What follows belongs to an exercise in optimizing a design on an open flow for small area; a production flow would make more cautious choices.
In this exercise RTL edits were held to simulation tests only and were not proved equivalent to the original.
No activity file was given, so power comes from the tool's default toggle rates.

==> flow/design.v (excerpt) <==
module audio_mixer(
	clk,
	nRst,
	ad_ws,
	ad_bck,
	ad_di,
	ad_do,
	ad_l3md,
	ad_l3clk,
	ad_l3data,
	mcu_data,
	mcu_wr,
	mcu_cmd_data_sw,
	mcu_l3md,
	mcu_l3clk,
	mcu_l3data,
	mcu_cs1,
	mcu_cs0,
	led
);
input		clk;
input		nRst;
output	[3:0]	ad_ws;
output	[3:0]	ad_bck;
input	[3:0]	ad_di;
output	[3:0]	ad_do;
output	[3:0]	ad_l3md;
output	[3:0]	ad_l3clk;
output	[3:0]	ad_l3data;
input	[7:0]	mcu_data;
input		mcu_wr;
input		mcu_cmd_data_sw;
input		mcu_l3md;
input		mcu_l3clk;
input		mcu_l3data;
input		mcu_cs1;
input		mcu_cs0;
output	[2:0]	led;
reg	[8:0]	cnt;
reg		boot;		 
always @(posedge clk or negedge nRst)
	if (!nRst) begin
		cnt <= 9'd0;
		boot <= 1'b1;
	end else begin
		cnt <= cnt ^ {&cnt[7:0], &cnt[6:0], &cnt[5:0], &cnt[4:0], &cnt[3:0], &cnt[2:0], &cnt[1:0], cnt[0], 1'b1};
		boot <= 1'b0;
	end
wire	ws_edge  = (cnt[7:0] == 8'd0);		 
wire	ws_rise  = ws_edge & ~cnt[8];
wire	ws_fall  = ws_edge &  cnt[8];
wire	bck_rise = (cnt[3:0] == 4'd8);		 
wire	tx_zero  = boot | (cnt[7:2] == 6'd0 && cnt[1:0] != 2'd0);
wire	par = cnt[8] ^ ws_edge;
assign ad_ws  = {4{~cnt[8]}};
assign ad_bck = {4{cnt[3]}};
wire [1:0] cs = {mcu_cs1, mcu_cs0};
genvar gk;
generate for (gk = 0; gk < 4; gk = gk + 1) begin : l3
	assign ad_l3md[gk]   = (cs == gk) ? mcu_l3md   : 1'b1;
	assign ad_l3clk[gk]  = (cs == gk) ? mcu_l3clk  : 1'b1;
	assign ad_l3data[gk] = (cs == gk) ? mcu_l3data : 1'b1;
end endgenerate
assign led = {3{ad_di[0]}};
reg	[15:4]	rx0, rx1, rx2, rx3;
reg	[15:4]	dl0, dl1, dl2, dl3;		 
  ...
Size: ~2100 cells after synthesis, roughly 910 flip-flops, ~48 I/O pins, roughly 36000 sq um of cells after synthesis.
export LEC_CHECK = 0
export CAP_MARGIN = 5
export CORE_MARGIN = 2
export CORE_UTILIZATION = 75
export CTS_BUF_LIST = sky130_fd_sc_hd__clkbuf_8 sky130_fd_sc_hd__clkbuf_16
export CTS_CLUSTER_DIAMETER = 70
export CTS_CLUSTER_SIZE = 28
export PLACE_DENSITY = 0.85
export SLEW_MARGIN = 5
export SYNTH_HIERARCHICAL = 1
create_clock -name core_clock -period 20.0 [get_ports {clk}]
standard.sh (not shown) runs the stock make flow with config.mk's settings and CLKGATE_MAP_FILE= SYNTH_SCRIPT=/design/flow/synth_recipe.tcl, a recipe that flattens the netlist after the stock synthesis.
==> flow/flow/run.sh <==
#!/bin/bash
# The standard layout (the standard.sh, standard synthesis), with three
# changes to how it is built: the buffers that synthesis inserted are removed
# at floorplan (the resizer re-buffers where slew or load needs it), the
# port buffers are the smallest buffer cell, and clock tree synthesis inserts
# no dummy loads.  standard.sh's output goes to standard.log; ORFS writes each
# step's log under orfs/logs.
export REMOVE_ABC_BUFFERS=1
export BUFFER_PORTS_ARGS="-buffer_cell sky130_fd_sc_hd__buf_1"
export CTS_ARGS="-sink_clustering_enable -repair_clock_nets -sink_clustering_size 28 -sink_clustering_max_diameter 70 -buf_list {sky130_fd_sc_hd__clkbuf_8 sky130_fd_sc_hd__clkbuf_16} -dont_use_dummy_load"
bash standard.sh > standard.log 2>&1
The first run completed, yet does not pass: max-capacitance violations, max-slew violations.
Next try:
CORE_UTILIZATION = 65   (was 75)
PLACE_DENSITY = 0.75   (was 0.85)
What happened: With this change the flow ran to the end with no violations; clock-buffer cell count climbs by 1; wire length drops by 3.5%; worst hold slack gets better by 0.0047 ns; synthesized cell count does not change.
Next try:
CORE_UTILIZATION = 70   (was 65)
PLACE_DENSITY = 0.8   (was 0.75)
Routed wire length grows by 2.0%.
Clock power shrinks by about 0.6%.
Maximum frequency shrinks by 1.5%.
Next try:
==> flow/run.sh (new file) <==
#!/bin/bash
# synth_recipe.tcl (not shown) runs the flow's synth.tcl, then flattens the netlist and writes it again
# the make line also repeats each setting of config.mk as NAME=value (left out here)
make -C /OpenROAD-flow-scripts/flow DESIGN_CONFIG=/design/flow/config.mk WORK_HOME=/design/flow/orfs CLKGATE_MAP_FILE= SYNTH_SCRIPT=/design/flow/synth_recipe.tcl finish
CAP_MARGIN = 20   (was 5)
CORE_UTILIZATION = 65   (was 70)
PLACE_DENSITY = 0.75   (was 0.8)
SLEW_MARGIN = 20   (was 5)
removed: flow/flow/run.sh
removed: flow/standard.sh
Die area increases by 7.6%.
Sequential cell count is unchanged.
Clock power increases by about 10%.
Wire length increases by 0.79%.

Setup of trial 48:
Another version of the RTL of audio_mixer (not shown whole).
Size: ~2900 cells after synthesis, roughly 48 I/O pins, about 42000 um2 of cells after synthesis.
Design audio_mixer, start of the top module:
module audio_mixer(
	clk,
	nRst,
	ad_ws,
	ad_bck,
	ad_di,
	ad_do,
	ad_l3md,
	ad_l3clk,
	ad_l3data,
	mcu_data,
	mcu_wr,
	mcu_cmd_data_sw,
	mcu_l3md,
	mcu_l3clk,
	mcu_l3data,
	mcu_cs1,
	mcu_cs0,
	led
);
input		clk;
input		nRst;
output	[3:0]	ad_ws;
output	[3:0]	ad_bck;
input	[3:0]	ad_di;
output	[3:0]	ad_do;
output	[3:0]	ad_l3md;
output	[3:0]	ad_l3clk;
output	[3:0]	ad_l3data;
input	[7:0]	mcu_data;
input		mcu_wr;
input		mcu_cmd_data_sw;
input		mcu_l3md;
input		mcu_l3clk;
input		mcu_l3data;
input		mcu_cs1;
input		mcu_cs0;
output	[2:0]	led;
reg	[8:0]	cnt;
reg		boot;		 
always @(posedge clk or negedge nRst)
	if (!nRst) begin
		cnt <= 9'd0;
		boot <= 1'b1;
	end else begin
		cnt <= cnt ^ {&cnt[7:0], &cnt[6:0], &cnt[5:0], &cnt[4:0], &cnt[3:0], &cnt[2:0], &cnt[1:0], cnt[0], 1'b1};
		boot <= 1'b0;
	end
wire	ws_edge  = (cnt[7:0] == 8'd0);		 
wire	ws_rise  = ws_edge & ~cnt[8];
wire	ws_fall  = ws_edge &  cnt[8];
wire	bck_rise = (cnt[3:0] == 4'd8);		 
wire	tx_zero  = boot | (cnt[7:2] == 6'd0 && cnt[1:0] != 2'd0);
wire	par = cnt[8] ^ ws_edge;
assign ad_ws  = {4{~cnt[8]}};
assign ad_bck = {4{cnt[3]}};
wire [1:0] cs = {mcu_cs1, mcu_cs0};
genvar gk;
generate for (gk = 0; gk < 4; gk = gk + 1) begin : l3
	assign ad_l3md[gk]   = (cs == gk) ? mcu_l3md   : 1'b1;
	assign ad_l3clk[gk]  = (cs == gk) ? mcu_l3clk  : 1'b1;
	assign ad_l3data[gk] = (cs == gk) ? mcu_l3data : 1'b1;
end endgenerate
assign led = {3{ad_di[0]}};
reg	[15:4]	rx0, rx1, rx2, rx3;
reg	[15:4]	dl0, dl1, dl2, dl3;		 
reg	[15:4]	dr0, dr1, dr2, dr3;		 
reg		zl, zr;
always @(posedge clk)
	if (bck_rise && cnt[7:6] != 2'b11) begin
		rx0 <= {rx0[14:4], ad_di[0]};
		rx1 <= {rx1[14:4], ad_di[1]};
		rx2 <= {rx2[14:4], ad_di[2]};
		rx3 <= {rx3[14:4], ad_di[3]};
	end
always @(posedge clk)
	if (ws_rise) begin
		dl0 <= rx0; dl1 <= rx1; dl2 <= rx2; dl3 <= rx3;
	end
always @(posedge clk)
	if (ws_fall) begin
		dr0 <= rx0; dr1 <= rx1; dr2 <= rx2; dr3 <= rx3;
	end
always @(posedge clk or negedge nRst)
	if (!nRst) begin
		zl <= 1'b1;
		zr <= 1'b1;
	end else begin
		if (ws_rise & ~boot) zl <= 1'b0;
		if (ws_fall) zr <= 1'b0;
	end
wire	cmd_wr  = mcu_wr &  mcu_cmd_data_sw;
  ...
export LEC_CHECK = 0
export CAP_MARGIN = 20
export CORE_MARGIN = 2
export CORE_UTILIZATION = 65
export CTS_BUF_LIST = sky130_fd_sc_hd__clkbuf_16
export CTS_CLUSTER_DIAMETER = 90
export CTS_CLUSTER_SIZE = 32
export PLACE_DENSITY = 0.75
export SLEW_MARGIN = 20
create_clock -name core_clock -period 20.0 [get_ports {clk}]
run.sh (not shown) runs the stock make flow with config.mk's settings and CLKGATE_MAP_FILE= SYNTH_SCRIPT=/design/flow/synth_recipe.tcl, a recipe that flattens the netlist after the stock synthesis.
Stock flow here: none of the scripts above is used.
### trial 48 -> trial 43
-- flow/config.mk --
<<< trial 48, line 10
export CORE_UTILIZATION = 65
export CTS_BUF_LIST = sky130_fd_sc_hd__clkbuf_16
export CTS_CLUSTER_DIAMETER = 90
export CTS_CLUSTER_SIZE = 32
export PLACE_DENSITY = 0.75
>>> trial 43, line 10
export CORE_UTILIZATION = 65
export CTS_BUF_LIST = sky130_fd_sc_hd__clkbuf_8 sky130_fd_sc_hd__clkbuf_16
export CTS_CLUSTER_DIAMETER = 70
export CTS_CLUSTER_SIZE = 28
export PLACE_DENSITY = 0.75
## What came out
- Between trial 48 and trial 43, multi-input combinational area share is lower for trial 43, trial 48 comes in above that.
- Trial 43 vs. trial 48: minimum setup slack in the final design went up by 0.11 ns.
- Changes observed in trial 43 relative to trial 48: share of the cycle needed by the critical path after routing went down by 0.54 points; detailed-routing iteration count for the pre-antenna-repair pass went up by 1; cell-internal power went up by 1.5%.
- Area: trial 43 vs trial 48 -> trial 43 larger
- Diff trial 48 -> trial 43: antenna diode instance count went up; power consumption rose by about 1%.

## re-timing with driven ports
The results above use ideal ports. As a check the final layouts listed here were re-extracted and re-timed, cells and wires unchanged.
Step 1 (the two cells are an assumption about what drives the block):
set clk [get_ports {clk}]
set_driving_cell -lib_cell sky130_fd_sc_hd__clkbuf_16 $clk
set_driving_cell -lib_cell sky130_fd_sc_hd__buf_2 [delete_from_list [all_inputs] $clk]
Step 2 times the ports against the registers' clock, not the clock port: input delays grow and output delays shrink by t, the midpoint of the rising clock arrivals with the driver on.
Three values: ideal ports, drivers, drivers and shift; two values: the first two.
run	t (ns)	setup WS [ns]	clock arrival spread, ns	slew at the worst register clock pin (ns)	cell pins on the clock port's net
the first run of note 1	0.648	3.507 / 3.500 / 2.852	0.079 / 0.079	0.11 / 0.11	1
the second run of note 1	0.656	3.873 / 3.907 / 3.251	0.067 / 0.068	0.10 / 0.10	1
the third run of note 1	0.659	3.627 / 3.637 / 2.977	0.062 / 0.061	0.11 / 0.11	1
the fourth run of note 1	0.666	3.647 / 3.637 / 2.970	0.043 / 0.043	0.11 / 0.11	1
trial 48	0.681	3.247 / 3.283 / 2.602	0.043 / 0.043	0.12 / 0.12	1
trial 43	0.695	3.355 / 3.389 / 2.694	0.059 / 0.058	0.11 / 0.11	1
For the fourth run of note 1, which loses most, drivers alone change the setup slack by -0.010 ns; drivers and shift together by -0.677 ns.
